Background: an optimization exercise with open tools, aiming at small area and a short achievable clock period. Do not read the settings as production practice. The RTL of this run was laid out without a check of its function. No activity file was given, so power comes from the tool's default toggle rates.

**design/flow/config.mk**
```make
export PLATFORM = sky130hd
export DESIGN_NAME = VKSA_256_top
export DESIGN_NICKNAME = VKSA_256_top
export VERILOG_FILES = /design/flow/design.v
export SDC_FILE = /design/flow/constraint.sdc
export NUM_CORES = 4
export LEC_CHECK = 0
export ABC_AREA = 1
export CAP_MARGIN = 20
export CORE_MARGIN = 2
export CORE_UTILIZATION = 40
export SLEW_MARGIN = 20
```
**design/flow/constraint.sdc**
```tcl
create_clock -name core_clock -period 5.5 [get_ports {in_clk}]
set_input_delay 1.1000 -clock core_clock [delete_from_list [all_inputs] [get_ports {in_clk}]]
set_output_delay 1.1000 -clock core_clock [all_outputs]
set_load 0.01 [all_outputs]
```
**design/flow/design.v**
```verilog
module VKSA_blocks (in_A, in_B, in_CI, out_BS, out_BG);
  input [255:0] in_A, in_B;
  input in_CI;
  output [255:0] out_BS;
  output [85:0] out_BG;
  wire [256:0] c;
  genvar i;
  generate
    for (i = 0; i < 256; i = i + 1) begin : g_bit
      wire ci;
      if (i == 0) begin : g_first
        assign ci = in_CI;
      end else if (i % 3 == 0) begin : g_block
        assign ci = 1'b0;
      end else begin : g_chain
        assign ci = c[i];
      end
      wire na = ~in_A[i], nb = ~in_B[i], nc = ~ci;
      assign out_BS[i] = ~(na ^ nb ^ nc);
      assign c[i+1] = ~((na & nb) | (na & nc) | (nb & nc));
    end
    for (i = 0; i < 86; i = i + 1) begin : g_bg
      assign out_BG[i] = c[(i+1)*3 > 256 ? 256 : (i+1)*3];
    end
  endgenerate
endmodule
module VKSA_256 (in_BS, in_BG, out_S, out_CO);
  input [255:0] in_BS;
  input [85:0] in_BG;
  output [255:0] out_S;
  output out_CO;
  wire bp_0 = &in_BS[2:0];
  wire bp_1 = &in_BS[5:3];
  wire bp_2 = &in_BS[8:6];
  wire bp_3 = &in_BS[11:9];
  wire bp_4 = &in_BS[14:12];
  wire bp_5 = &in_BS[17:15];
  wire bp_6 = &in_BS[20:18];
  wire bp_7 = &in_BS[23:21];
  wire bp_8 = &in_BS[26:24];
  wire bp_9 = &in_BS[29:27];
  wire bp_10 = &in_BS[32:30];
  wire bp_11 = &in_BS[35:33];
  wire bp_12 = &in_BS[38:36];
  wire bp_13 = &in_BS[41:39];
  wire bp_14 = &in_BS[44:42];
  wire bp_15 = &in_BS[47:45];
  wire bp_16 = &in_BS[50:48];
  wire bp_17 = &in_BS[53:51];
  wire bp_18 = &in_BS[56:54];
  wire bp_19 = &in_BS[59:57];
  wire bp_20 = &in_BS[62:60];
  wire bp_21 = &in_BS[65:63];
  wire bp_22 = &in_BS[68:66];
  wire bp_23 = &in_BS[71:69];
  wire bp_24 = &in_BS[74:72];
  wire bp_25 = &in_BS[77:75];
  wire bp_26 = &in_BS[80:78];
  wire bp_27 = &in_BS[83:81];
  wire bp_28 = &in_BS[86:84];
  wire bp_29 = &in_BS[89:87];
  wire bp_30 = &in_BS[92:90];
  wire bp_31 = &in_BS[95:93];
  wire bp_32 = &in_BS[98:96];
  wire bp_33 = &in_BS[101:99];
  wire bp_34 = &in_BS[104:102];
  wire bp_35 = &in_BS[107:105];
  wire bp_36 = &in_BS[110:108];
  wire bp_37 = &in_BS[113:111];
  wire bp_38 = &in_BS[116:114];
  wire bp_39 = &in_BS[119:117];
  wire bp_40 = &in_BS[122:120];
  wire bp_41 = &in_BS[125:123];
  wire bp_42 = &in_BS[128:126];
  wire bp_43 = &in_BS[131:129];
  wire bp_44 = &in_BS[134:132];
  wire bp_45 = &in_BS[137:135];
  wire bp_46 = &in_BS[140:138];
  wire bp_47 = &in_BS[143:141];
  wire bp_48 = &in_BS[146:144];
  wire bp_49 = &in_BS[149:147];
  wire bp_50 = &in_BS[152:150];
  wire bp_51 = &in_BS[155:153];
  wire bp_52 = &in_BS[158:156];
  wire bp_53 = &in_BS[161:159];
  wire bp_54 = &in_BS[164:162];
  wire bp_55 = &in_BS[167:165];
  wire bp_56 = &in_BS[170:168];
  wire bp_57 = &in_BS[173:171];
  wire bp_58 = &in_BS[176:174];
  wire bp_59 = &in_BS[179:177];
  wire bp_60 = &in_BS[182:180];
  wire bp_61 = &in_BS[185:183];
  wire bp_62 = &in_BS[188:186];
  wire bp_63 = &in_BS[191:189];
  wire bp_64 = &in_BS[194:192];
  wire bp_65 = &in_BS[197:195];
  wire bp_66 = &in_BS[200:198];
  wire bp_67 = &in_BS[203:201];
  wire bp_68 = &in_BS[206:204];
  wire bp_69 = &in_BS[209:207];
  wire bp_70 = &in_BS[212:210];
  wire bp_71 = &in_BS[215:213];
  wire bp_72 = &in_BS[218:216];
  wire bp_73 = &in_BS[221:219];
  wire bp_74 = &in_BS[224:222];
  wire bp_75 = &in_BS[227:225];
  wire bp_76 = &in_BS[230:228];
  wire bp_77 = &in_BS[233:231];
  wire bp_78 = &in_BS[236:234];
  wire bp_79 = &in_BS[239:237];
  wire bp_80 = &in_BS[242:240];
  wire bp_81 = &in_BS[245:243];
  wire bp_82 = &in_BS[248:246];
  wire bp_83 = &in_BS[251:249];
  wire bp_84 = &in_BS[254:252];
  wire bp_85 = &in_BS[255:255];
  wire pg_0 = in_BG[1] | (bp_1 & in_BG[0]);
  wire pg_1 = in_BG[3] | (bp_3 & in_BG[2]);
  wire pp_1 = bp_3 & bp_2;
  wire pg_2 = in_BG[5] | (bp_5 & in_BG[4]);
  wire pp_2 = bp_5 & bp_4;
  wire pg_3 = in_BG[7] | (bp_7 & in_BG[6]);
  wire pp_3 = bp_7 & bp_6;
  wire pg_4 = in_BG[9] | (bp_9 & in_BG[8]);
  wire pp_4 = bp_9 & bp_8;
  wire pg_5 = in_BG[11] | (bp_11 & in_BG[10]);
  wire pp_5 = bp_11 & bp_10;
  wire pg_6 = in_BG[13] | (bp_13 & in_BG[12]);
  wire pp_6 = bp_13 & bp_12;
  wire pg_7 = in_BG[15] | (bp_15 & in_BG[14]);
  wire pp_7 = bp_15 & bp_14;
  wire pg_8 = in_BG[17] | (bp_17 & in_BG[16]);
  wire pp_8 = bp_17 & bp_16;
  wire pg_9 = in_BG[19] | (bp_19 & in_BG[18]);
  wire pp_9 = bp_19 & bp_18;
  wire pg_10 = in_BG[21] | (bp_21 & in_BG[20]);
  wire pp_10 = bp_21 & bp_20;
  wire pg_11 = in_BG[23] | (bp_23 & in_BG[22]);
  wire pp_11 = bp_23 & bp_22;
  wire pg_12 = in_BG[25] | (bp_25 & in_BG[24]);
  wire pp_12 = bp_25 & bp_24;
  wire pg_13 = in_BG[27] | (bp_27 & in_BG[26]);
  wire pp_13 = bp_27 & bp_26;
  wire pg_14 = in_BG[29] | (bp_29 & in_BG[28]);
  wire pp_14 = bp_29 & bp_28;
  wire pg_15 = in_BG[31] | (bp_31 & in_BG[30]);
  wire pp_15 = bp_31 & bp_30;
  wire pg_16 = in_BG[33] | (bp_33 & in_BG[32]);
  wire pp_16 = bp_33 & bp_32;
  wire pg_17 = in_BG[35] | (bp_35 & in_BG[34]);
  wire pp_17 = bp_35 & bp_34;
  wire pg_18 = in_BG[37] | (bp_37 & in_BG[36]);
  wire pp_18 = bp_37 & bp_36;
  wire pg_19 = in_BG[39] | (bp_39 & in_BG[38]);
  wire pp_19 = bp_39 & bp_38;
  wire pg_20 = in_BG[41] | (bp_41 & in_BG[40]);
  wire pp_20 = bp_41 & bp_40;
  wire pg_21 = in_BG[43] | (bp_43 & in_BG[42]);
  wire pp_21 = bp_43 & bp_42;
  wire pg_22 = in_BG[45] | (bp_45 & in_BG[44]);
  wire pp_22 = bp_45 & bp_44;
  wire pg_23 = in_BG[47] | (bp_47 & in_BG[46]);
  wire pp_23 = bp_47 & bp_46;
  wire pg_24 = in_BG[49] | (bp_49 & in_BG[48]);
  wire pp_24 = bp_49 & bp_48;
  wire pg_25 = in_BG[51] | (bp_51 & in_BG[50]);
  wire pp_25 = bp_51 & bp_50;
  wire pg_26 = in_BG[53] | (bp_53 & in_BG[52]);
  wire pp_26 = bp_53 & bp_52;
  wire pg_27 = in_BG[55] | (bp_55 & in_BG[54]);
  wire pp_27 = bp_55 & bp_54;
  wire pg_28 = in_BG[57] | (bp_57 & in_BG[56]);
  wire pp_28 = bp_57 & bp_56;
  wire pg_29 = in_BG[59] | (bp_59 & in_BG[58]);
  wire pp_29 = bp_59 & bp_58;
  wire pg_30 = in_BG[61] | (bp_61 & in_BG[60]);
  wire pp_30 = bp_61 & bp_60;
  wire pg_31 = in_BG[63] | (bp_63 & in_BG[62]);
  wire pp_31 = bp_63 & bp_62;
  wire pg_32 = in_BG[65] | (bp_65 & in_BG[64]);
  wire pp_32 = bp_65 & bp_64;
  wire pg_33 = in_BG[67] | (bp_67 & in_BG[66]);
  wire pp_33 = bp_67 & bp_66;
  wire pg_34 = in_BG[69] | (bp_69 & in_BG[68]);
  wire pp_34 = bp_69 & bp_68;
  wire pg_35 = in_BG[71] | (bp_71 & in_BG[70]);
  wire pp_35 = bp_71 & bp_70;
  wire pg_36 = in_BG[73] | (bp_73 & in_BG[72]);
  wire pp_36 = bp_73 & bp_72;
  wire pg_37 = in_BG[75] | (bp_75 & in_BG[74]);
  wire pp_37 = bp_75 & bp_74;
  wire pg_38 = in_BG[77] | (bp_77 & in_BG[76]);
  wire pp_38 = bp_77 & bp_76;
  wire pg_39 = in_BG[79] | (bp_79 & in_BG[78]);
  wire pp_39 = bp_79 & bp_78;
  wire pg_40 = in_BG[81] | (bp_81 & in_BG[80]);
  wire pp_40 = bp_81 & bp_80;
  wire pg_41 = in_BG[83] | (bp_83 & in_BG[82]);
  wire pp_41 = bp_83 & bp_82;
  wire pg_42 = in_BG[85] | (bp_85 & in_BG[84]);
  wire pp_42 = bp_85 & bp_84;
  wire pg_43 = in_BG[2] | (bp_2 & pg_0);
  wire pg_44 = pg_1 | (pp_1 & pg_0);
  wire pg_45 = in_BG[6] | (bp_6 & pg_2);
  wire pp_45 = bp_6 & pp_2;
  wire pg_46 = pg_3 | (pp_3 & pg_2);
  wire pp_46 = pp_3 & pp_2;
  wire pg_47 = in_BG[10] | (bp_10 & pg_4);
  wire pp_47 = bp_10 & pp_4;
  wire pg_48 = pg_5 | (pp_5 & pg_4);
  wire pp_48 = pp_5 & pp_4;
  wire pg_49 = in_BG[14] | (bp_14 & pg_6);
  wire pp_49 = bp_14 & pp_6;
  wire pg_50 = pg_7 | (pp_7 & pg_6);
  wire pp_50 = pp_7 & pp_6;
  wire pg_51 = in_BG[18] | (bp_18 & pg_8);
  wire pp_51 = bp_18 & pp_8;
  wire pg_52 = pg_9 | (pp_9 & pg_8);
  wire pp_52 = pp_9 & pp_8;
  wire pg_53 = in_BG[22] | (bp_22 & pg_10);
  wire pp_53 = bp_22 & pp_10;
  wire pg_54 = pg_11 | (pp_11 & pg_10);
  wire pp_54 = pp_11 & pp_10;
  wire pg_55 = in_BG[26] | (bp_26 & pg_12);
  wire pp_55 = bp_26 & pp_12;
  wire pg_56 = pg_13 | (pp_13 & pg_12);
  wire pp_56 = pp_13 & pp_12;
  wire pg_57 = in_BG[30] | (bp_30 & pg_14);
  wire pp_57 = bp_30 & pp_14;
  wire pg_58 = pg_15 | (pp_15 & pg_14);
  wire pp_58 = pp_15 & pp_14;
  wire pg_59 = in_BG[34] | (bp_34 & pg_16);
  wire pp_59 = bp_34 & pp_16;
  wire pg_60 = pg_17 | (pp_17 & pg_16);
  wire pp_60 = pp_17 & pp_16;
  wire pg_61 = in_BG[38] | (bp_38 & pg_18);
  wire pp_61 = bp_38 & pp_18;
  wire pg_62 = pg_19 | (pp_19 & pg_18);
  wire pp_62 = pp_19 & pp_18;
  wire pg_63 = in_BG[42] | (bp_42 & pg_20);
  wire pp_63 = bp_42 & pp_20;
  wire pg_64 = pg_21 | (pp_21 & pg_20);
  wire pp_64 = pp_21 & pp_20;
  wire pg_65 = in_BG[46] | (bp_46 & pg_22);
  wire pp_65 = bp_46 & pp_22;
  wire pg_66 = pg_23 | (pp_23 & pg_22);
  wire pp_66 = pp_23 & pp_22;
  wire pg_67 = in_BG[50] | (bp_50 & pg_24);
  wire pp_67 = bp_50 & pp_24;
  wire pg_68 = pg_25 | (pp_25 & pg_24);
  wire pp_68 = pp_25 & pp_24;
  wire pg_69 = in_BG[54] | (bp_54 & pg_26);
  wire pp_69 = bp_54 & pp_26;
  wire pg_70 = pg_27 | (pp_27 & pg_26);
  wire pp_70 = pp_27 & pp_26;
  wire pg_71 = in_BG[58] | (bp_58 & pg_28);
  wire pp_71 = bp_58 & pp_28;
  wire pg_72 = pg_29 | (pp_29 & pg_28);
  wire pp_72 = pp_29 & pp_28;
  wire pg_73 = in_BG[62] | (bp_62 & pg_30);
  wire pp_73 = bp_62 & pp_30;
  wire pg_74 = pg_31 | (pp_31 & pg_30);
  wire pp_74 = pp_31 & pp_30;
  wire pg_75 = in_BG[66] | (bp_66 & pg_32);
  wire pp_75 = bp_66 & pp_32;
  wire pg_76 = pg_33 | (pp_33 & pg_32);
  wire pp_76 = pp_33 & pp_32;
  wire pg_77 = in_BG[70] | (bp_70 & pg_34);
  wire pp_77 = bp_70 & pp_34;
  wire pg_78 = pg_35 | (pp_35 & pg_34);
  wire pp_78 = pp_35 & pp_34;
  wire pg_79 = in_BG[74] | (bp_74 & pg_36);
  wire pp_79 = bp_74 & pp_36;
  wire pg_80 = pg_37 | (pp_37 & pg_36);
  wire pp_80 = pp_37 & pp_36;
  wire pg_81 = in_BG[78] | (bp_78 & pg_38);
  wire pp_81 = bp_78 & pp_38;
  wire pg_82 = pg_39 | (pp_39 & pg_38);
  wire pp_82 = pp_39 & pp_38;
  wire pg_83 = in_BG[82] | (bp_82 & pg_40);
  wire pp_83 = bp_82 & pp_40;
  wire pg_84 = pg_41 | (pp_41 & pg_40);
  wire pp_84 = pp_41 & pp_40;
  wire pg_85 = in_BG[4] | (bp_4 & pg_44);
  wire pg_86 = pg_2 | (pp_2 & pg_44);
  wire pg_87 = pg_45 | (pp_45 & pg_44);
  wire pg_88 = pg_46 | (pp_46 & pg_44);
  wire pg_89 = in_BG[12] | (bp_12 & pg_48);
  wire pp_89 = bp_12 & pp_48;
  wire pg_90 = pg_6 | (pp_6 & pg_48);
  wire pp_90 = pp_6 & pp_48;
  wire pg_91 = pg_49 | (pp_49 & pg_48);
  wire pp_91 = pp_49 & pp_48;
  wire pg_92 = pg_50 | (pp_50 & pg_48);
  wire pp_92 = pp_50 & pp_48;
  wire pg_93 = in_BG[20] | (bp_20 & pg_52);
  wire pp_93 = bp_20 & pp_52;
  wire pg_94 = pg_10 | (pp_10 & pg_52);
  wire pp_94 = pp_10 & pp_52;
  wire pg_95 = pg_53 | (pp_53 & pg_52);
  wire pp_95 = pp_53 & pp_52;
  wire pg_96 = pg_54 | (pp_54 & pg_52);
  wire pp_96 = pp_54 & pp_52;
  wire pg_97 = in_BG[28] | (bp_28 & pg_56);
  wire pp_97 = bp_28 & pp_56;
  wire pg_98 = pg_14 | (pp_14 & pg_56);
  wire pp_98 = pp_14 & pp_56;
  wire pg_99 = pg_57 | (pp_57 & pg_56);
  wire pp_99 = pp_57 & pp_56;
  wire pg_100 = pg_58 | (pp_58 & pg_56);
  wire pp_100 = pp_58 & pp_56;
  wire pg_101 = in_BG[36] | (bp_36 & pg_60);
  wire pp_101 = bp_36 & pp_60;
  wire pg_102 = pg_18 | (pp_18 & pg_60);
  wire pp_102 = pp_18 & pp_60;
  wire pg_103 = pg_61 | (pp_61 & pg_60);
  wire pp_103 = pp_61 & pp_60;
  wire pg_104 = pg_62 | (pp_62 & pg_60);
  wire pp_104 = pp_62 & pp_60;
  wire pg_105 = in_BG[44] | (bp_44 & pg_64);
  wire pp_105 = bp_44 & pp_64;
  wire pg_106 = pg_22 | (pp_22 & pg_64);
  wire pp_106 = pp_22 & pp_64;
  wire pg_107 = pg_65 | (pp_65 & pg_64);
  wire pp_107 = pp_65 & pp_64;
  wire pg_108 = pg_66 | (pp_66 & pg_64);
  wire pp_108 = pp_66 & pp_64;
  wire pg_109 = in_BG[52] | (bp_52 & pg_68);
  wire pp_109 = bp_52 & pp_68;
  wire pg_110 = pg_26 | (pp_26 & pg_68);
  wire pp_110 = pp_26 & pp_68;
  wire pg_111 = pg_69 | (pp_69 & pg_68);
  wire pp_111 = pp_69 & pp_68;
  wire pg_112 = pg_70 | (pp_70 & pg_68);
  wire pp_112 = pp_70 & pp_68;
  wire pg_113 = in_BG[60] | (bp_60 & pg_72);
  wire pp_113 = bp_60 & pp_72;
  wire pg_114 = pg_30 | (pp_30 & pg_72);
  wire pp_114 = pp_30 & pp_72;
  wire pg_115 = pg_73 | (pp_73 & pg_72);
  wire pp_115 = pp_73 & pp_72;
  wire pg_116 = pg_74 | (pp_74 & pg_72);
  wire pp_116 = pp_74 & pp_72;
  wire pg_117 = in_BG[68] | (bp_68 & pg_76);
  wire pp_117 = bp_68 & pp_76;
  wire pg_118 = pg_34 | (pp_34 & pg_76);
  wire pp_118 = pp_34 & pp_76;
  wire pg_119 = pg_77 | (pp_77 & pg_76);
  wire pp_119 = pp_77 & pp_76;
  wire pg_120 = pg_78 | (pp_78 & pg_76);
  wire pp_120 = pp_78 & pp_76;
  wire pg_121 = in_BG[76] | (bp_76 & pg_80);
  wire pp_121 = bp_76 & pp_80;
  wire pg_122 = pg_38 | (pp_38 & pg_80);
  wire pp_122 = pp_38 & pp_80;
  wire pg_123 = pg_81 | (pp_81 & pg_80);
  wire pp_123 = pp_81 & pp_80;
  wire pg_124 = pg_82 | (pp_82 & pg_80);
  wire pp_124 = pp_82 & pp_80;
  wire pg_125 = in_BG[84] | (bp_84 & pg_84);
  wire pp_125 = bp_84 & pp_84;
  wire pg_126 = pg_42 | (pp_42 & pg_84);
  wire pp_126 = pp_42 & pp_84;
  wire pg_127 = in_BG[8] | (bp_8 & pg_88);
  wire pg_128 = pg_4 | (pp_4 & pg_88);
  wire pg_129 = pg_47 | (pp_47 & pg_88);
  wire pg_130 = pg_48 | (pp_48 & pg_88);
  wire pg_131 = pg_89 | (pp_89 & pg_88);
  wire pg_132 = pg_90 | (pp_90 & pg_88);
  wire pg_133 = pg_91 | (pp_91 & pg_88);
  wire pg_134 = pg_92 | (pp_92 & pg_88);
  wire pg_135 = in_BG[24] | (bp_24 & pg_96);
  wire pp_135 = bp_24 & pp_96;
  wire pg_136 = pg_12 | (pp_12 & pg_96);
  wire pp_136 = pp_12 & pp_96;
  wire pg_137 = pg_55 | (pp_55 & pg_96);
  wire pp_137 = pp_55 & pp_96;
  wire pg_138 = pg_56 | (pp_56 & pg_96);
  wire pp_138 = pp_56 & pp_96;
  wire pg_139 = pg_97 | (pp_97 & pg_96);
  wire pp_139 = pp_97 & pp_96;
  wire pg_140 = pg_98 | (pp_98 & pg_96);
  wire pp_140 = pp_98 & pp_96;
  wire pg_141 = pg_99 | (pp_99 & pg_96);
  wire pp_141 = pp_99 & pp_96;
  wire pg_142 = pg_100 | (pp_100 & pg_96);
  wire pp_142 = pp_100 & pp_96;
  wire pg_143 = in_BG[40] | (bp_40 & pg_104);
  wire pp_143 = bp_40 & pp_104;
  wire pg_144 = pg_20 | (pp_20 & pg_104);
  wire pp_144 = pp_20 & pp_104;
  wire pg_145 = pg_63 | (pp_63 & pg_104);
  wire pp_145 = pp_63 & pp_104;
  wire pg_146 = pg_64 | (pp_64 & pg_104);
  wire pp_146 = pp_64 & pp_104;
  wire pg_147 = pg_105 | (pp_105 & pg_104);
  wire pp_147 = pp_105 & pp_104;
  wire pg_148 = pg_106 | (pp_106 & pg_104);
  wire pp_148 = pp_106 & pp_104;
  wire pg_149 = pg_107 | (pp_107 & pg_104);
  wire pp_149 = pp_107 & pp_104;
  wire pg_150 = pg_108 | (pp_108 & pg_104);
  wire pp_150 = pp_108 & pp_104;
  wire pg_151 = in_BG[56] | (bp_56 & pg_112);
  wire pp_151 = bp_56 & pp_112;
  wire pg_152 = pg_28 | (pp_28 & pg_112);
  wire pp_152 = pp_28 & pp_112;
  wire pg_153 = pg_71 | (pp_71 & pg_112);
  wire pp_153 = pp_71 & pp_112;
  wire pg_154 = pg_72 | (pp_72 & pg_112);
  wire pp_154 = pp_72 & pp_112;
  wire pg_155 = pg_113 | (pp_113 & pg_112);
  wire pp_155 = pp_113 & pp_112;
  wire pg_156 = pg_114 | (pp_114 & pg_112);
  wire pp_156 = pp_114 & pp_112;
  wire pg_157 = pg_115 | (pp_115 & pg_112);
  wire pp_157 = pp_115 & pp_112;
  wire pg_158 = pg_116 | (pp_116 & pg_112);
  wire pp_158 = pp_116 & pp_112;
  wire pg_159 = in_BG[72] | (bp_72 & pg_120);
  wire pp_159 = bp_72 & pp_120;
  wire pg_160 = pg_36 | (pp_36 & pg_120);
  wire pp_160 = pp_36 & pp_120;
  wire pg_161 = pg_79 | (pp_79 & pg_120);
  wire pp_161 = pp_79 & pp_120;
  wire pg_162 = pg_80 | (pp_80 & pg_120);
  wire pp_162 = pp_80 & pp_120;
  wire pg_163 = pg_121 | (pp_121 & pg_120);
  wire pp_163 = pp_121 & pp_120;
  wire pg_164 = pg_122 | (pp_122 & pg_120);
  wire pp_164 = pp_122 & pp_120;
  wire pg_165 = pg_123 | (pp_123 & pg_120);
  wire pp_165 = pp_123 & pp_120;
  wire pg_166 = pg_124 | (pp_124 & pg_120);
  wire pp_166 = pp_124 & pp_120;
  wire pg_167 = in_BG[16] | (bp_16 & pg_134);
  wire pg_168 = pg_8 | (pp_8 & pg_134);
  wire pg_169 = pg_51 | (pp_51 & pg_134);
  wire pg_170 = pg_52 | (pp_52 & pg_134);
  wire pg_171 = pg_93 | (pp_93 & pg_134);
  wire pg_172 = pg_94 | (pp_94 & pg_134);
  wire pg_173 = pg_95 | (pp_95 & pg_134);
  wire pg_174 = pg_96 | (pp_96 & pg_134);
  wire pg_175 = pg_135 | (pp_135 & pg_134);
  wire pg_176 = pg_136 | (pp_136 & pg_134);
  wire pg_177 = pg_137 | (pp_137 & pg_134);
  wire pg_178 = pg_138 | (pp_138 & pg_134);
  wire pg_179 = pg_139 | (pp_139 & pg_134);
  wire pg_180 = pg_140 | (pp_140 & pg_134);
  wire pg_181 = pg_141 | (pp_141 & pg_134);
  wire pg_182 = pg_142 | (pp_142 & pg_134);
  wire pg_183 = in_BG[48] | (bp_48 & pg_150);
  wire pp_183 = bp_48 & pp_150;
  wire pg_184 = pg_24 | (pp_24 & pg_150);
  wire pp_184 = pp_24 & pp_150;
  wire pg_185 = pg_67 | (pp_67 & pg_150);
  wire pp_185 = pp_67 & pp_150;
  wire pg_186 = pg_68 | (pp_68 & pg_150);
  wire pp_186 = pp_68 & pp_150;
  wire pg_187 = pg_109 | (pp_109 & pg_150);
  wire pp_187 = pp_109 & pp_150;
  wire pg_188 = pg_110 | (pp_110 & pg_150);
  wire pp_188 = pp_110 & pp_150;
  wire pg_189 = pg_111 | (pp_111 & pg_150);
  wire pp_189 = pp_111 & pp_150;
  wire pg_190 = pg_112 | (pp_112 & pg_150);
  wire pp_190 = pp_112 & pp_150;
  wire pg_191 = pg_151 | (pp_151 & pg_150);
  wire pp_191 = pp_151 & pp_150;
  wire pg_192 = pg_152 | (pp_152 & pg_150);
  wire pp_192 = pp_152 & pp_150;
  wire pg_193 = pg_153 | (pp_153 & pg_150);
  wire pp_193 = pp_153 & pp_150;
  wire pg_194 = pg_154 | (pp_154 & pg_150);
  wire pp_194 = pp_154 & pp_150;
  wire pg_195 = pg_155 | (pp_155 & pg_150);
  wire pp_195 = pp_155 & pp_150;
  wire pg_196 = pg_156 | (pp_156 & pg_150);
  wire pp_196 = pp_156 & pp_150;
  wire pg_197 = pg_157 | (pp_157 & pg_150);
  wire pp_197 = pp_157 & pp_150;
  wire pg_198 = pg_158 | (pp_158 & pg_150);
  wire pp_198 = pp_158 & pp_150;
  wire pg_199 = in_BG[80] | (bp_80 & pg_166);
  wire pp_199 = bp_80 & pp_166;
  wire pg_200 = pg_40 | (pp_40 & pg_166);
  wire pp_200 = pp_40 & pp_166;
  wire pg_201 = pg_83 | (pp_83 & pg_166);
  wire pp_201 = pp_83 & pp_166;
  wire pg_202 = pg_84 | (pp_84 & pg_166);
  wire pp_202 = pp_84 & pp_166;
  wire pg_203 = pg_125 | (pp_125 & pg_166);
  wire pp_203 = pp_125 & pp_166;
  wire pg_204 = pg_126 | (pp_126 & pg_166);
  wire pp_204 = pp_126 & pp_166;
  wire pg_205 = in_BG[32] | (bp_32 & pg_182);
  wire pg_206 = pg_16 | (pp_16 & pg_182);
  wire pg_207 = pg_59 | (pp_59 & pg_182);
  wire pg_208 = pg_60 | (pp_60 & pg_182);
  wire pg_209 = pg_101 | (pp_101 & pg_182);
  wire pg_210 = pg_102 | (pp_102 & pg_182);
  wire pg_211 = pg_103 | (pp_103 & pg_182);
  wire pg_212 = pg_104 | (pp_104 & pg_182);
  wire pg_213 = pg_143 | (pp_143 & pg_182);
  wire pg_214 = pg_144 | (pp_144 & pg_182);
  wire pg_215 = pg_145 | (pp_145 & pg_182);
  wire pg_216 = pg_146 | (pp_146 & pg_182);
  wire pg_217 = pg_147 | (pp_147 & pg_182);
  wire pg_218 = pg_148 | (pp_148 & pg_182);
  wire pg_219 = pg_149 | (pp_149 & pg_182);
  wire pg_220 = pg_150 | (pp_150 & pg_182);
  wire pg_221 = pg_183 | (pp_183 & pg_182);
  wire pg_222 = pg_184 | (pp_184 & pg_182);
  wire pg_223 = pg_185 | (pp_185 & pg_182);
  wire pg_224 = pg_186 | (pp_186 & pg_182);
  wire pg_225 = pg_187 | (pp_187 & pg_182);
  wire pg_226 = pg_188 | (pp_188 & pg_182);
  wire pg_227 = pg_189 | (pp_189 & pg_182);
  wire pg_228 = pg_190 | (pp_190 & pg_182);
  wire pg_229 = pg_191 | (pp_191 & pg_182);
  wire pg_230 = pg_192 | (pp_192 & pg_182);
  wire pg_231 = pg_193 | (pp_193 & pg_182);
  wire pg_232 = pg_194 | (pp_194 & pg_182);
  wire pg_233 = pg_195 | (pp_195 & pg_182);
  wire pg_234 = pg_196 | (pp_196 & pg_182);
  wire pg_235 = pg_197 | (pp_197 & pg_182);
  wire pg_236 = pg_198 | (pp_198 & pg_182);
  wire pg_237 = in_BG[64] | (bp_64 & pg_236);
  wire pg_238 = pg_32 | (pp_32 & pg_236);
  wire pg_239 = pg_75 | (pp_75 & pg_236);
  wire pg_240 = pg_76 | (pp_76 & pg_236);
  wire pg_241 = pg_117 | (pp_117 & pg_236);
  wire pg_242 = pg_118 | (pp_118 & pg_236);
  wire pg_243 = pg_119 | (pp_119 & pg_236);
  wire pg_244 = pg_120 | (pp_120 & pg_236);
  wire pg_245 = pg_159 | (pp_159 & pg_236);
  wire pg_246 = pg_160 | (pp_160 & pg_236);
  wire pg_247 = pg_161 | (pp_161 & pg_236);
  wire pg_248 = pg_162 | (pp_162 & pg_236);
  wire pg_249 = pg_163 | (pp_163 & pg_236);
  wire pg_250 = pg_164 | (pp_164 & pg_236);
  wire pg_251 = pg_165 | (pp_165 & pg_236);
  wire pg_252 = pg_166 | (pp_166 & pg_236);
  wire pg_253 = pg_199 | (pp_199 & pg_236);
  wire pg_254 = pg_200 | (pp_200 & pg_236);
  wire pg_255 = pg_201 | (pp_201 & pg_236);
  wire pg_256 = pg_202 | (pp_202 & pg_236);
  wire pg_257 = pg_203 | (pp_203 & pg_236);
  wire pg_258 = pg_204 | (pp_204 & pg_236);
  wire bc_0 = 1'b0;
  assign out_S[0] = in_BS[0] ^ bc_0;
  assign out_S[1] = in_BS[1] ^ (bc_0 & (&in_BS[0:0]));
  assign out_S[2] = in_BS[2] ^ (bc_0 & (&in_BS[1:0]));
  wire bc_1 = in_BG[0];
  assign out_S[3] = in_BS[3] ^ bc_1;
  assign out_S[4] = in_BS[4] ^ (bc_1 & (&in_BS[3:3]));
  assign out_S[5] = in_BS[5] ^ (bc_1 & (&in_BS[4:3]));
  wire bc_2 = pg_0;
  assign out_S[6] = in_BS[6] ^ bc_2;
  assign out_S[7] = in_BS[7] ^ (bc_2 & (&in_BS[6:6]));
  assign out_S[8] = in_BS[8] ^ (bc_2 & (&in_BS[7:6]));
  wire bc_3 = pg_43;
  assign out_S[9] = in_BS[9] ^ bc_3;
  assign out_S[10] = in_BS[10] ^ (bc_3 & (&in_BS[9:9]));
  assign out_S[11] = in_BS[11] ^ (bc_3 & (&in_BS[10:9]));
  wire bc_4 = pg_44;
  assign out_S[12] = in_BS[12] ^ bc_4;
  assign out_S[13] = in_BS[13] ^ (bc_4 & (&in_BS[12:12]));
  assign out_S[14] = in_BS[14] ^ (bc_4 & (&in_BS[13:12]));
  wire bc_5 = pg_85;
  assign out_S[15] = in_BS[15] ^ bc_5;
  assign out_S[16] = in_BS[16] ^ (bc_5 & (&in_BS[15:15]));
  assign out_S[17] = in_BS[17] ^ (bc_5 & (&in_BS[16:15]));
  wire bc_6 = pg_86;
  assign out_S[18] = in_BS[18] ^ bc_6;
  assign out_S[19] = in_BS[19] ^ (bc_6 & (&in_BS[18:18]));
  assign out_S[20] = in_BS[20] ^ (bc_6 & (&in_BS[19:18]));
  wire bc_7 = pg_87;
  assign out_S[21] = in_BS[21] ^ bc_7;
  assign out_S[22] = in_BS[22] ^ (bc_7 & (&in_BS[21:21]));
  assign out_S[23] = in_BS[23] ^ (bc_7 & (&in_BS[22:21]));
  wire bc_8 = pg_88;
  assign out_S[24] = in_BS[24] ^ bc_8;
  assign out_S[25] = in_BS[25] ^ (bc_8 & (&in_BS[24:24]));
  assign out_S[26] = in_BS[26] ^ (bc_8 & (&in_BS[25:24]));
  wire bc_9 = pg_127;
  assign out_S[27] = in_BS[27] ^ bc_9;
  assign out_S[28] = in_BS[28] ^ (bc_9 & (&in_BS[27:27]));
  assign out_S[29] = in_BS[29] ^ (bc_9 & (&in_BS[28:27]));
  wire bc_10 = pg_128;
  assign out_S[30] = in_BS[30] ^ bc_10;
  assign out_S[31] = in_BS[31] ^ (bc_10 & (&in_BS[30:30]));
  assign out_S[32] = in_BS[32] ^ (bc_10 & (&in_BS[31:30]));
  wire bc_11 = pg_129;
  assign out_S[33] = in_BS[33] ^ bc_11;
  assign out_S[34] = in_BS[34] ^ (bc_11 & (&in_BS[33:33]));
  assign out_S[35] = in_BS[35] ^ (bc_11 & (&in_BS[34:33]));
  wire bc_12 = pg_130;
  assign out_S[36] = in_BS[36] ^ bc_12;
  assign out_S[37] = in_BS[37] ^ (bc_12 & (&in_BS[36:36]));
  assign out_S[38] = in_BS[38] ^ (bc_12 & (&in_BS[37:36]));
  wire bc_13 = pg_131;
  assign out_S[39] = in_BS[39] ^ bc_13;
  assign out_S[40] = in_BS[40] ^ (bc_13 & (&in_BS[39:39]));
  assign out_S[41] = in_BS[41] ^ (bc_13 & (&in_BS[40:39]));
  wire bc_14 = pg_132;
  assign out_S[42] = in_BS[42] ^ bc_14;
  assign out_S[43] = in_BS[43] ^ (bc_14 & (&in_BS[42:42]));
  assign out_S[44] = in_BS[44] ^ (bc_14 & (&in_BS[43:42]));
  wire bc_15 = pg_133;
  assign out_S[45] = in_BS[45] ^ bc_15;
  assign out_S[46] = in_BS[46] ^ (bc_15 & (&in_BS[45:45]));
  assign out_S[47] = in_BS[47] ^ (bc_15 & (&in_BS[46:45]));
  wire bc_16 = pg_134;
  assign out_S[48] = in_BS[48] ^ bc_16;
  assign out_S[49] = in_BS[49] ^ (bc_16 & (&in_BS[48:48]));
  assign out_S[50] = in_BS[50] ^ (bc_16 & (&in_BS[49:48]));
  wire bc_17 = pg_167;
  assign out_S[51] = in_BS[51] ^ bc_17;
  assign out_S[52] = in_BS[52] ^ (bc_17 & (&in_BS[51:51]));
  assign out_S[53] = in_BS[53] ^ (bc_17 & (&in_BS[52:51]));
  wire bc_18 = pg_168;
  assign out_S[54] = in_BS[54] ^ bc_18;
  assign out_S[55] = in_BS[55] ^ (bc_18 & (&in_BS[54:54]));
  assign out_S[56] = in_BS[56] ^ (bc_18 & (&in_BS[55:54]));
  wire bc_19 = pg_169;
  assign out_S[57] = in_BS[57] ^ bc_19;
  assign out_S[58] = in_BS[58] ^ (bc_19 & (&in_BS[57:57]));
  assign out_S[59] = in_BS[59] ^ (bc_19 & (&in_BS[58:57]));
  wire bc_20 = pg_170;
  assign out_S[60] = in_BS[60] ^ bc_20;
  assign out_S[61] = in_BS[61] ^ (bc_20 & (&in_BS[60:60]));
  assign out_S[62] = in_BS[62] ^ (bc_20 & (&in_BS[61:60]));
  wire bc_21 = pg_171;
  assign out_S[63] = in_BS[63] ^ bc_21;
  assign out_S[64] = in_BS[64] ^ (bc_21 & (&in_BS[63:63]));
  assign out_S[65] = in_BS[65] ^ (bc_21 & (&in_BS[64:63]));
  wire bc_22 = pg_172;
  assign out_S[66] = in_BS[66] ^ bc_22;
  assign out_S[67] = in_BS[67] ^ (bc_22 & (&in_BS[66:66]));
  assign out_S[68] = in_BS[68] ^ (bc_22 & (&in_BS[67:66]));
  wire bc_23 = pg_173;
  assign out_S[69] = in_BS[69] ^ bc_23;
  assign out_S[70] = in_BS[70] ^ (bc_23 & (&in_BS[69:69]));
  assign out_S[71] = in_BS[71] ^ (bc_23 & (&in_BS[70:69]));
  wire bc_24 = pg_174;
  assign out_S[72] = in_BS[72] ^ bc_24;
  assign out_S[73] = in_BS[73] ^ (bc_24 & (&in_BS[72:72]));
  assign out_S[74] = in_BS[74] ^ (bc_24 & (&in_BS[73:72]));
  wire bc_25 = pg_175;
  assign out_S[75] = in_BS[75] ^ bc_25;
  assign out_S[76] = in_BS[76] ^ (bc_25 & (&in_BS[75:75]));
  assign out_S[77] = in_BS[77] ^ (bc_25 & (&in_BS[76:75]));
  wire bc_26 = pg_176;
  assign out_S[78] = in_BS[78] ^ bc_26;
  assign out_S[79] = in_BS[79] ^ (bc_26 & (&in_BS[78:78]));
  assign out_S[80] = in_BS[80] ^ (bc_26 & (&in_BS[79:78]));
  wire bc_27 = pg_177;
  assign out_S[81] = in_BS[81] ^ bc_27;
  assign out_S[82] = in_BS[82] ^ (bc_27 & (&in_BS[81:81]));
  assign out_S[83] = in_BS[83] ^ (bc_27 & (&in_BS[82:81]));
  wire bc_28 = pg_178;
  assign out_S[84] = in_BS[84] ^ bc_28;
  assign out_S[85] = in_BS[85] ^ (bc_28 & (&in_BS[84:84]));
  assign out_S[86] = in_BS[86] ^ (bc_28 & (&in_BS[85:84]));
  wire bc_29 = pg_179;
  assign out_S[87] = in_BS[87] ^ bc_29;
  assign out_S[88] = in_BS[88] ^ (bc_29 & (&in_BS[87:87]));
  assign out_S[89] = in_BS[89] ^ (bc_29 & (&in_BS[88:87]));
  wire bc_30 = pg_180;
  assign out_S[90] = in_BS[90] ^ bc_30;
  assign out_S[91] = in_BS[91] ^ (bc_30 & (&in_BS[90:90]));
  assign out_S[92] = in_BS[92] ^ (bc_30 & (&in_BS[91:90]));
  wire bc_31 = pg_181;
  assign out_S[93] = in_BS[93] ^ bc_31;
  assign out_S[94] = in_BS[94] ^ (bc_31 & (&in_BS[93:93]));
  assign out_S[95] = in_BS[95] ^ (bc_31 & (&in_BS[94:93]));
  wire bc_32 = pg_182;
  assign out_S[96] = in_BS[96] ^ bc_32;
  assign out_S[97] = in_BS[97] ^ (bc_32 & (&in_BS[96:96]));
  assign out_S[98] = in_BS[98] ^ (bc_32 & (&in_BS[97:96]));
  wire bc_33 = pg_205;
  assign out_S[99] = in_BS[99] ^ bc_33;
  assign out_S[100] = in_BS[100] ^ (bc_33 & (&in_BS[99:99]));
  assign out_S[101] = in_BS[101] ^ (bc_33 & (&in_BS[100:99]));
  wire bc_34 = pg_206;
  assign out_S[102] = in_BS[102] ^ bc_34;
  assign out_S[103] = in_BS[103] ^ (bc_34 & (&in_BS[102:102]));
  assign out_S[104] = in_BS[104] ^ (bc_34 & (&in_BS[103:102]));
  wire bc_35 = pg_207;
  assign out_S[105] = in_BS[105] ^ bc_35;
  assign out_S[106] = in_BS[106] ^ (bc_35 & (&in_BS[105:105]));
  assign out_S[107] = in_BS[107] ^ (bc_35 & (&in_BS[106:105]));
  wire bc_36 = pg_208;
  assign out_S[108] = in_BS[108] ^ bc_36;
  assign out_S[109] = in_BS[109] ^ (bc_36 & (&in_BS[108:108]));
  assign out_S[110] = in_BS[110] ^ (bc_36 & (&in_BS[109:108]));
  wire bc_37 = pg_209;
  assign out_S[111] = in_BS[111] ^ bc_37;
  assign out_S[112] = in_BS[112] ^ (bc_37 & (&in_BS[111:111]));
  assign out_S[113] = in_BS[113] ^ (bc_37 & (&in_BS[112:111]));
  wire bc_38 = pg_210;
  assign out_S[114] = in_BS[114] ^ bc_38;
  assign out_S[115] = in_BS[115] ^ (bc_38 & (&in_BS[114:114]));
  assign out_S[116] = in_BS[116] ^ (bc_38 & (&in_BS[115:114]));
  wire bc_39 = pg_211;
  assign out_S[117] = in_BS[117] ^ bc_39;
  assign out_S[118] = in_BS[118] ^ (bc_39 & (&in_BS[117:117]));
  assign out_S[119] = in_BS[119] ^ (bc_39 & (&in_BS[118:117]));
  wire bc_40 = pg_212;
  assign out_S[120] = in_BS[120] ^ bc_40;
  assign out_S[121] = in_BS[121] ^ (bc_40 & (&in_BS[120:120]));
  assign out_S[122] = in_BS[122] ^ (bc_40 & (&in_BS[121:120]));
  wire bc_41 = pg_213;
  assign out_S[123] = in_BS[123] ^ bc_41;
  assign out_S[124] = in_BS[124] ^ (bc_41 & (&in_BS[123:123]));
  assign out_S[125] = in_BS[125] ^ (bc_41 & (&in_BS[124:123]));
  wire bc_42 = pg_214;
  assign out_S[126] = in_BS[126] ^ bc_42;
  assign out_S[127] = in_BS[127] ^ (bc_42 & (&in_BS[126:126]));
  assign out_S[128] = in_BS[128] ^ (bc_42 & (&in_BS[127:126]));
  wire bc_43 = pg_215;
  assign out_S[129] = in_BS[129] ^ bc_43;
  assign out_S[130] = in_BS[130] ^ (bc_43 & (&in_BS[129:129]));
  assign out_S[131] = in_BS[131] ^ (bc_43 & (&in_BS[130:129]));
  wire bc_44 = pg_216;
  assign out_S[132] = in_BS[132] ^ bc_44;
  assign out_S[133] = in_BS[133] ^ (bc_44 & (&in_BS[132:132]));
  assign out_S[134] = in_BS[134] ^ (bc_44 & (&in_BS[133:132]));
  wire bc_45 = pg_217;
  assign out_S[135] = in_BS[135] ^ bc_45;
  assign out_S[136] = in_BS[136] ^ (bc_45 & (&in_BS[135:135]));
  assign out_S[137] = in_BS[137] ^ (bc_45 & (&in_BS[136:135]));
  wire bc_46 = pg_218;
  assign out_S[138] = in_BS[138] ^ bc_46;
  assign out_S[139] = in_BS[139] ^ (bc_46 & (&in_BS[138:138]));
  assign out_S[140] = in_BS[140] ^ (bc_46 & (&in_BS[139:138]));
  wire bc_47 = pg_219;
  assign out_S[141] = in_BS[141] ^ bc_47;
  assign out_S[142] = in_BS[142] ^ (bc_47 & (&in_BS[141:141]));
  assign out_S[143] = in_BS[143] ^ (bc_47 & (&in_BS[142:141]));
  wire bc_48 = pg_220;
  assign out_S[144] = in_BS[144] ^ bc_48;
  assign out_S[145] = in_BS[145] ^ (bc_48 & (&in_BS[144:144]));
  assign out_S[146] = in_BS[146] ^ (bc_48 & (&in_BS[145:144]));
  wire bc_49 = pg_221;
  assign out_S[147] = in_BS[147] ^ bc_49;
  assign out_S[148] = in_BS[148] ^ (bc_49 & (&in_BS[147:147]));
  assign out_S[149] = in_BS[149] ^ (bc_49 & (&in_BS[148:147]));
  wire bc_50 = pg_222;
  assign out_S[150] = in_BS[150] ^ bc_50;
  assign out_S[151] = in_BS[151] ^ (bc_50 & (&in_BS[150:150]));
  assign out_S[152] = in_BS[152] ^ (bc_50 & (&in_BS[151:150]));
  wire bc_51 = pg_223;
  assign out_S[153] = in_BS[153] ^ bc_51;
  assign out_S[154] = in_BS[154] ^ (bc_51 & (&in_BS[153:153]));
  assign out_S[155] = in_BS[155] ^ (bc_51 & (&in_BS[154:153]));
  wire bc_52 = pg_224;
  assign out_S[156] = in_BS[156] ^ bc_52;
  assign out_S[157] = in_BS[157] ^ (bc_52 & (&in_BS[156:156]));
  assign out_S[158] = in_BS[158] ^ (bc_52 & (&in_BS[157:156]));
  wire bc_53 = pg_225;
  assign out_S[159] = in_BS[159] ^ bc_53;
  assign out_S[160] = in_BS[160] ^ (bc_53 & (&in_BS[159:159]));
  assign out_S[161] = in_BS[161] ^ (bc_53 & (&in_BS[160:159]));
  wire bc_54 = pg_226;
  assign out_S[162] = in_BS[162] ^ bc_54;
  assign out_S[163] = in_BS[163] ^ (bc_54 & (&in_BS[162:162]));
  assign out_S[164] = in_BS[164] ^ (bc_54 & (&in_BS[163:162]));
  wire bc_55 = pg_227;
  assign out_S[165] = in_BS[165] ^ bc_55;
  assign out_S[166] = in_BS[166] ^ (bc_55 & (&in_BS[165:165]));
  assign out_S[167] = in_BS[167] ^ (bc_55 & (&in_BS[166:165]));
  wire bc_56 = pg_228;
  assign out_S[168] = in_BS[168] ^ bc_56;
  assign out_S[169] = in_BS[169] ^ (bc_56 & (&in_BS[168:168]));
  assign out_S[170] = in_BS[170] ^ (bc_56 & (&in_BS[169:168]));
  wire bc_57 = pg_229;
  assign out_S[171] = in_BS[171] ^ bc_57;
  assign out_S[172] = in_BS[172] ^ (bc_57 & (&in_BS[171:171]));
  assign out_S[173] = in_BS[173] ^ (bc_57 & (&in_BS[172:171]));
  wire bc_58 = pg_230;
  assign out_S[174] = in_BS[174] ^ bc_58;
  assign out_S[175] = in_BS[175] ^ (bc_58 & (&in_BS[174:174]));
  assign out_S[176] = in_BS[176] ^ (bc_58 & (&in_BS[175:174]));
  wire bc_59 = pg_231;
  assign out_S[177] = in_BS[177] ^ bc_59;
  assign out_S[178] = in_BS[178] ^ (bc_59 & (&in_BS[177:177]));
  assign out_S[179] = in_BS[179] ^ (bc_59 & (&in_BS[178:177]));
  wire bc_60 = pg_232;
  assign out_S[180] = in_BS[180] ^ bc_60;
  assign out_S[181] = in_BS[181] ^ (bc_60 & (&in_BS[180:180]));
  assign out_S[182] = in_BS[182] ^ (bc_60 & (&in_BS[181:180]));
  wire bc_61 = pg_233;
  assign out_S[183] = in_BS[183] ^ bc_61;
  assign out_S[184] = in_BS[184] ^ (bc_61 & (&in_BS[183:183]));
  assign out_S[185] = in_BS[185] ^ (bc_61 & (&in_BS[184:183]));
  wire bc_62 = pg_234;
  assign out_S[186] = in_BS[186] ^ bc_62;
  assign out_S[187] = in_BS[187] ^ (bc_62 & (&in_BS[186:186]));
  assign out_S[188] = in_BS[188] ^ (bc_62 & (&in_BS[187:186]));
  wire bc_63 = pg_235;
  assign out_S[189] = in_BS[189] ^ bc_63;
  assign out_S[190] = in_BS[190] ^ (bc_63 & (&in_BS[189:189]));
  assign out_S[191] = in_BS[191] ^ (bc_63 & (&in_BS[190:189]));
  wire bc_64 = pg_236;
  assign out_S[192] = in_BS[192] ^ bc_64;
  assign out_S[193] = in_BS[193] ^ (bc_64 & (&in_BS[192:192]));
  assign out_S[194] = in_BS[194] ^ (bc_64 & (&in_BS[193:192]));
  wire bc_65 = pg_237;
  assign out_S[195] = in_BS[195] ^ bc_65;
  assign out_S[196] = in_BS[196] ^ (bc_65 & (&in_BS[195:195]));
  assign out_S[197] = in_BS[197] ^ (bc_65 & (&in_BS[196:195]));
  wire bc_66 = pg_238;
  assign out_S[198] = in_BS[198] ^ bc_66;
  assign out_S[199] = in_BS[199] ^ (bc_66 & (&in_BS[198:198]));
  assign out_S[200] = in_BS[200] ^ (bc_66 & (&in_BS[199:198]));
  wire bc_67 = pg_239;
  assign out_S[201] = in_BS[201] ^ bc_67;
  assign out_S[202] = in_BS[202] ^ (bc_67 & (&in_BS[201:201]));
  assign out_S[203] = in_BS[203] ^ (bc_67 & (&in_BS[202:201]));
  wire bc_68 = pg_240;
  assign out_S[204] = in_BS[204] ^ bc_68;
  assign out_S[205] = in_BS[205] ^ (bc_68 & (&in_BS[204:204]));
  assign out_S[206] = in_BS[206] ^ (bc_68 & (&in_BS[205:204]));
  wire bc_69 = pg_241;
  assign out_S[207] = in_BS[207] ^ bc_69;
  assign out_S[208] = in_BS[208] ^ (bc_69 & (&in_BS[207:207]));
  assign out_S[209] = in_BS[209] ^ (bc_69 & (&in_BS[208:207]));
  wire bc_70 = pg_242;
  assign out_S[210] = in_BS[210] ^ bc_70;
  assign out_S[211] = in_BS[211] ^ (bc_70 & (&in_BS[210:210]));
  assign out_S[212] = in_BS[212] ^ (bc_70 & (&in_BS[211:210]));
  wire bc_71 = pg_243;
  assign out_S[213] = in_BS[213] ^ bc_71;
  assign out_S[214] = in_BS[214] ^ (bc_71 & (&in_BS[213:213]));
  assign out_S[215] = in_BS[215] ^ (bc_71 & (&in_BS[214:213]));
  wire bc_72 = pg_244;
  assign out_S[216] = in_BS[216] ^ bc_72;
  assign out_S[217] = in_BS[217] ^ (bc_72 & (&in_BS[216:216]));
  assign out_S[218] = in_BS[218] ^ (bc_72 & (&in_BS[217:216]));
  wire bc_73 = pg_245;
  assign out_S[219] = in_BS[219] ^ bc_73;
  assign out_S[220] = in_BS[220] ^ (bc_73 & (&in_BS[219:219]));
  assign out_S[221] = in_BS[221] ^ (bc_73 & (&in_BS[220:219]));
  wire bc_74 = pg_246;
  assign out_S[222] = in_BS[222] ^ bc_74;
  assign out_S[223] = in_BS[223] ^ (bc_74 & (&in_BS[222:222]));
  assign out_S[224] = in_BS[224] ^ (bc_74 & (&in_BS[223:222]));
  wire bc_75 = pg_247;
  assign out_S[225] = in_BS[225] ^ bc_75;
  assign out_S[226] = in_BS[226] ^ (bc_75 & (&in_BS[225:225]));
  assign out_S[227] = in_BS[227] ^ (bc_75 & (&in_BS[226:225]));
  wire bc_76 = pg_248;
  assign out_S[228] = in_BS[228] ^ bc_76;
  assign out_S[229] = in_BS[229] ^ (bc_76 & (&in_BS[228:228]));
  assign out_S[230] = in_BS[230] ^ (bc_76 & (&in_BS[229:228]));
  wire bc_77 = pg_249;
  assign out_S[231] = in_BS[231] ^ bc_77;
  assign out_S[232] = in_BS[232] ^ (bc_77 & (&in_BS[231:231]));
  assign out_S[233] = in_BS[233] ^ (bc_77 & (&in_BS[232:231]));
  wire bc_78 = pg_250;
  assign out_S[234] = in_BS[234] ^ bc_78;
  assign out_S[235] = in_BS[235] ^ (bc_78 & (&in_BS[234:234]));
  assign out_S[236] = in_BS[236] ^ (bc_78 & (&in_BS[235:234]));
  wire bc_79 = pg_251;
  assign out_S[237] = in_BS[237] ^ bc_79;
  assign out_S[238] = in_BS[238] ^ (bc_79 & (&in_BS[237:237]));
  assign out_S[239] = in_BS[239] ^ (bc_79 & (&in_BS[238:237]));
  wire bc_80 = pg_252;
  assign out_S[240] = in_BS[240] ^ bc_80;
  assign out_S[241] = in_BS[241] ^ (bc_80 & (&in_BS[240:240]));
  assign out_S[242] = in_BS[242] ^ (bc_80 & (&in_BS[241:240]));
  wire bc_81 = pg_253;
  assign out_S[243] = in_BS[243] ^ bc_81;
  assign out_S[244] = in_BS[244] ^ (bc_81 & (&in_BS[243:243]));
  assign out_S[245] = in_BS[245] ^ (bc_81 & (&in_BS[244:243]));
  wire bc_82 = pg_254;
  assign out_S[246] = in_BS[246] ^ bc_82;
  assign out_S[247] = in_BS[247] ^ (bc_82 & (&in_BS[246:246]));
  assign out_S[248] = in_BS[248] ^ (bc_82 & (&in_BS[247:246]));
  wire bc_83 = pg_255;
  assign out_S[249] = in_BS[249] ^ bc_83;
  assign out_S[250] = in_BS[250] ^ (bc_83 & (&in_BS[249:249]));
  assign out_S[251] = in_BS[251] ^ (bc_83 & (&in_BS[250:249]));
  wire bc_84 = pg_256;
  assign out_S[252] = in_BS[252] ^ bc_84;
  assign out_S[253] = in_BS[253] ^ (bc_84 & (&in_BS[252:252]));
  assign out_S[254] = in_BS[254] ^ (bc_84 & (&in_BS[253:252]));
  wire bc_85 = pg_257;
  assign out_S[255] = in_BS[255] ^ bc_85;
  assign out_CO = pg_258;
endmodule
module VKSA_256_top (in_clk, in_A, in_B, in_CI, out_S, out_CO);
  input in_clk;
  input [255:0] in_A, in_B;
  input in_CI;
  output reg [255:0] out_S;
  output reg out_CO;
  wire [255:0] w_bs;
  wire [85:0] w_bg;
  reg [255:0] r_bs;
  reg [85:0] r_bg;
  wire [255:0] w_S;
  wire w_CO;
  VKSA_blocks U0 (.in_A(in_A), .in_B(in_B), .in_CI(in_CI), .out_BS(w_bs), .out_BG(w_bg));
  always @(posedge in_clk) begin
    r_bs <= w_bs;
    r_bg <= w_bg;
    out_S <= w_S;
    out_CO <= w_CO;
  end
  VKSA_256 U1 (.in_BS(r_bs), .in_BG(r_bg), .out_S(w_S), .out_CO(w_CO));
endmodule
```
**design/flow/flow/run.sh**
```bash
#!/bin/bash
# Standard synthesis and layout, but with plain buffers on the ports
# (buffer_ports would otherwise pick clkdlybuf4s50_1, a slow delay cell).
set -euo pipefail
bash standard.sh synth > synth.log 2>&1
bash standard.sh "BUFFER_PORTS_ARGS=-buffer_cell ${PORT_BUF:-sky130_fd_sc_hd__buf_1}" finish > layout.log 2>&1
```
**design/flow/standard.sh**
```bash
#!/bin/bash
# synth_recipe.tcl (not shown) runs the flow's synth.tcl, then flattens the netlist and writes it again
# the make line also repeats each setting of config.mk as NAME=value (left out here)
make -C /OpenROAD-flow-scripts/flow DESIGN_CONFIG=/design/flow/config.mk WORK_HOME=/design/flow/orfs CLKGATE_MAP_FILE= SYNTH_SCRIPT=/design/flow/synth_recipe.tcl "${@:-finish}"
```
==> flow_summary.ini <==
[outcome]
run_status = timing/DRC/antenna clean

[clocking]
clk_root_buffer_cell = sky130_fd_sc_hd__clkbuf_16
insertion_delay_ns = 0.59
tritoncts.num_buffers = 66
cts.reportedPaths.clkPinSlew_ns = 0.06
ctsLongestPathBuffers = 3
post_cts.resized_instances = 0
cts_tree = yes
cts_max_level = 3
count_of_hold_buffers_inserted_by_post_cts_repair = 0
clock_sinks = 599
post_cts_buffers = 0

[route]
vias = 17118
postRouteWirelength_um = 68960
routed_wire_length_per_instance_um = 18.29
drt-vias-per-instance = 4.541
drc = 0
detailedRoute.firstPassIterationCount = 5
final_antenna_net_count = 0
detailedRoute.firstIterationViolations = 556

[yosys]
syn-cell-area_um2 = 23660
synth.largest_area_cell = sky130_fd_sc_hd__dfxtp_1
postSynthRegisterBits = 599
synthesis.yosys.warnings = 1
synth_top_area_frac = 0.5069
netlist_top_cells_area = sky130_fd_sc_hd__dfxtp_1 51%, sky130_fd_sc_hd__fa_1 14%, sky130_fd_sc_hd__ha_1 8.9%
post_synth.cell_area_avg_um2 = 11.20
cell_count_after_synthesis = 2113
syn-num-nets = 2967
ys_seq_area_frac = 0.5069
post_synth_num_cell_types = 39

[placement]
place_area_um2 = 27440
gpl.final_weighted_congestion = 1.030
dp_slack_ns = 2.578
buffer_ports.inserted = 770
hpwlAfterDp_um = 59040
placedCellCount = 3651

[grt]
grt_overflow_total = 0
grt_pass1_wl_um = 98830
antenna_found_initial = 10
grt_pass1_vias = 17695
gr-usage-all-layers = 0.2201
grt_max_degree = 24

[timing]
final-max-slew-violation-count = 0
setup_slack_ns = 2.623
finalSetupTns_ns = 0
post_route_clock_period_utilization = 0.5230
fin_worst_skew_ns = 0.02369
hold_viol = 0
clock.fmax_ghz = 0.3476
finalSetupViolations = 0
final.min_clock_period_ns = 2.877
max-slew-margin-rel = 0.5588
rsz0062_at_grt = no
tightest_slew_ns = 0.6619

[job]
maxCapViolCount = 0

[setup_path]
worst_ep_arrival_time_ns = 3.37
worstSetupPathType = register to register
timing.critical_path.cells = nand3_1 > nor2_1 > and2_1 > nand2_2 > nand2_4 > nand2_1 > nand2_2 > nand2_2 > nand2_4 > nand2_2 > nand2_4 > nand2_1 > nand2_1 > ha_1 > xor2_1
worst_setup_path_end_kind = register
cp_slowest_cell = sky130_fd_sc_hd__nand2_4
timing.critical_path.required_ns = 6.00
worst-path-max-fanout = 23
timing.critical_path.mode_cell = sky130_fd_sc_hd__nand2_2
cpPeakStageDelay_ns = 0.48
setup.worst_path.start_class = register

[pwr]
irDropWorstVdd_mv = 0.2630
total_switching_power_uw = 3628
share_clk_of_total_power = 0.374
power.density_cell_area_nw_per_um2 = 418.7
power_frac_seq = 0.448
p_leak_uw = 0.01339
intPower_uw = 8840
power.switching_fraction = 0.2910
power.combinational.fraction = 0.178

[layout]
layout.cells.non_filler = 3770
final_cell_area_excluding_filler_cells_um2 = 29780
areaGrowthSynthToFinish_pct = 25.89
nNetsFinal = 3800
final_util = 0.5065
drive_gt1_frac = 0.09079

[floorplanning]
fp.dieW_um = 247.2
top_level_i_o_count = 771
fp.coreArea_um2 = 58800
die_h_um = 247.2
initial_core_util = 0.4023
design.die.area_um2 = 61100
std_cell_rows = 89

[hold_path]
hold_class = register to register
power groups by stage:
stage	clock [µW]	combinational (µW)	sequential (µW)
6_report	4670	2210	5590
3_5_place_dp	0	2250	5670
4_1_cts	4770	2270	5590
5_1_grt	4930	2470	5670
2_1_floorplan	0	882	5800
3_3_place_gp	0	2220	5670
registers in the layout (all words and copies together) (netlist names):
name    count
out_S     256
out_CO      1
r_bg       86
r_bs      256
layer usage:
| metal | GRT usage | up-vias | routed length, µm |
|---|---|---|---|
| met5 | 0 | - | 95 |
| met4 | 0.09863 | 16 | 2896 |
| met3 | 0.06273 | 153 | 4907 |
| met2 | 0.3744 | 540 | 33500 |
| met1 | 0.2573 | 8043 | 27560 |
| li1 | - | 8366 | - |
area by class of cell:
cell class                      count  area (µm²)
Tap cell                          773       967.2
Inverter                          231       867.1
Fill cell                        5371       29020
Sequential cell                   599       11990
Clock inverter                     24       375.4
Multi-Input combinational cell   1278       10730
Antenna cell                        1       2.502
Clock buffer                       94        1959
Timing Repair Buffer              770        2890
critical path: cells and delay by family, from the launching register on:
family / cells / cell delay, ns
adders and majority gates: 1 / 0.18
DFF: 1 / 0.37
xor gates and xnor gates: 1 / 0.15
and+or+nand+nor: 13 / 2.04
synthesized netlist by cell type (all sizes together):
cell type	count
buf	5
a221oi	3
inv	231
nor3	19
or2	1
a21boi	3
and2	2
fa	171
a21oi	56
nor3b	1
o21ai	15
xor2	92
ha	169
xnor2	19
nand2	422
nand4	14
a21o	5
a211oi	1
o21bai	22
nand3b	1
nor2	111
dfxtp	599
nand3	137
a31oi	14
final timing paths:
| check | startpoint | end | slack, ns | cells past startpoint |
|---|---|---|---|---|
| worst min-delay path | r_bs[0]$_DFF_P_ | out_S[0]$_DFF_P_ | 0.33 | 0 |
| worst min register to register | r_bs[0]$_DFF_P_ | out_S[0]$_DFF_P_ | 0.33 | 0 |
| worst max-delay path | r_bs[21]$_DFF_P_ | out_S[211]$_DFF_P_ | 2.62 | 15 |
| worst max register to register | r_bs[21]$_DFF_P_ | out_S[211]$_DFF_P_ | 2.62 | 15 |
layout by cell type (no fill, tap or decap), types with 4 or more instances in the layout:
cell type,count
sky130_fd_sc_hd__nor3_1,14
sky130_fd_sc_hd__nor3_2,4
sky130_fd_sc_hd__xnor2_1,19
sky130_fd_sc_hd__a31oi_1,14
sky130_fd_sc_hd__xor2_1,92
sky130_fd_sc_hd__nand3_2,4
sky130_fd_sc_hd__a21oi_1,53
sky130_fd_sc_hd__clkbuf_8,16
sky130_fd_sc_hd__clkbuf_1,10
sky130_fd_sc_hd__a21o_1,5
sky130_fd_sc_hd__buf_1,770
sky130_fd_sc_hd__fa_1,171
sky130_fd_sc_hd__dfxtp_1,599
sky130_fd_sc_hd__nand2_4,38
sky130_fd_sc_hd__nand3_1,133
sky130_fd_sc_hd__inv_1,208
sky130_fd_sc_hd__nand4_1,14
sky130_fd_sc_hd__clkbuf_16,68
sky130_fd_sc_hd__o21bai_1,20
sky130_fd_sc_hd__nor2_1,88
sky130_fd_sc_hd__nand2_2,60
sky130_fd_sc_hd__o21ai_0,10
sky130_fd_sc_hd__clkinv_2,6
sky130_fd_sc_hd__bufinv_16,8
sky130_fd_sc_hd__inv_2,23
sky130_fd_sc_hd__nor2_4,6
sky130_fd_sc_hd__nand2_1,324
sky130_fd_sc_hd__ha_1,169
sky130_fd_sc_hd__nor2_2,17
metrics by stage:
stage / hold slack [ns] / power, µW
after floorplan: 0.3096 / 6683
after global placement: 0.3100 / 7885
after detailed placement: 0.3121 / 7921
after CTS: 0.3252 / 12630
after global routing: 0.3299 / 13070
final: 0.3256 / 12470
kinds of logic after synthesis:
group / Yosys count / synth area share
buf+inv: 236 / 0.03962
xor+xnor: 111 / 0.04110
fa+ha+maj: 340 / 0.2341
flops: 599 / 0.5069
compound gates: 119 / 0.03078
simple gates: 708 / 0.1475

## static timing again, ports no longer ideal
Ports are ideal in the flow. The routed layout listed here was re-timed in OpenROAD.
Step 1 (the two cells are an assumption about what drives the block):
set clk [get_ports {in_clk}]
set_driving_cell -lib_cell sky130_fd_sc_hd__clkbuf_16 $clk
set_driving_cell -lib_cell sky130_fd_sc_hd__buf_2 [delete_from_list [all_inputs] $clk]
Step 2 adds t to the input delays and takes it off the output delays; t is the mean of the earliest and latest rising clock arrival at the registers after step 1. Input paths then give back, and output paths get back, about the clock's delay inside the block.
Three values: ideal ports, drivers, drivers and shift; two values: the first two.
t, ns: 0.628
setup slack, ns: 2.623 / 2.623 / 2.623
worst setup path after step 2: register to register
worst slew at a driven data input, ns: 0.11
After both steps setup and hold are still met in this run. For this run, drivers alone change the setup slack by 0.000 ns; drivers and shift together by 0.000 ns.
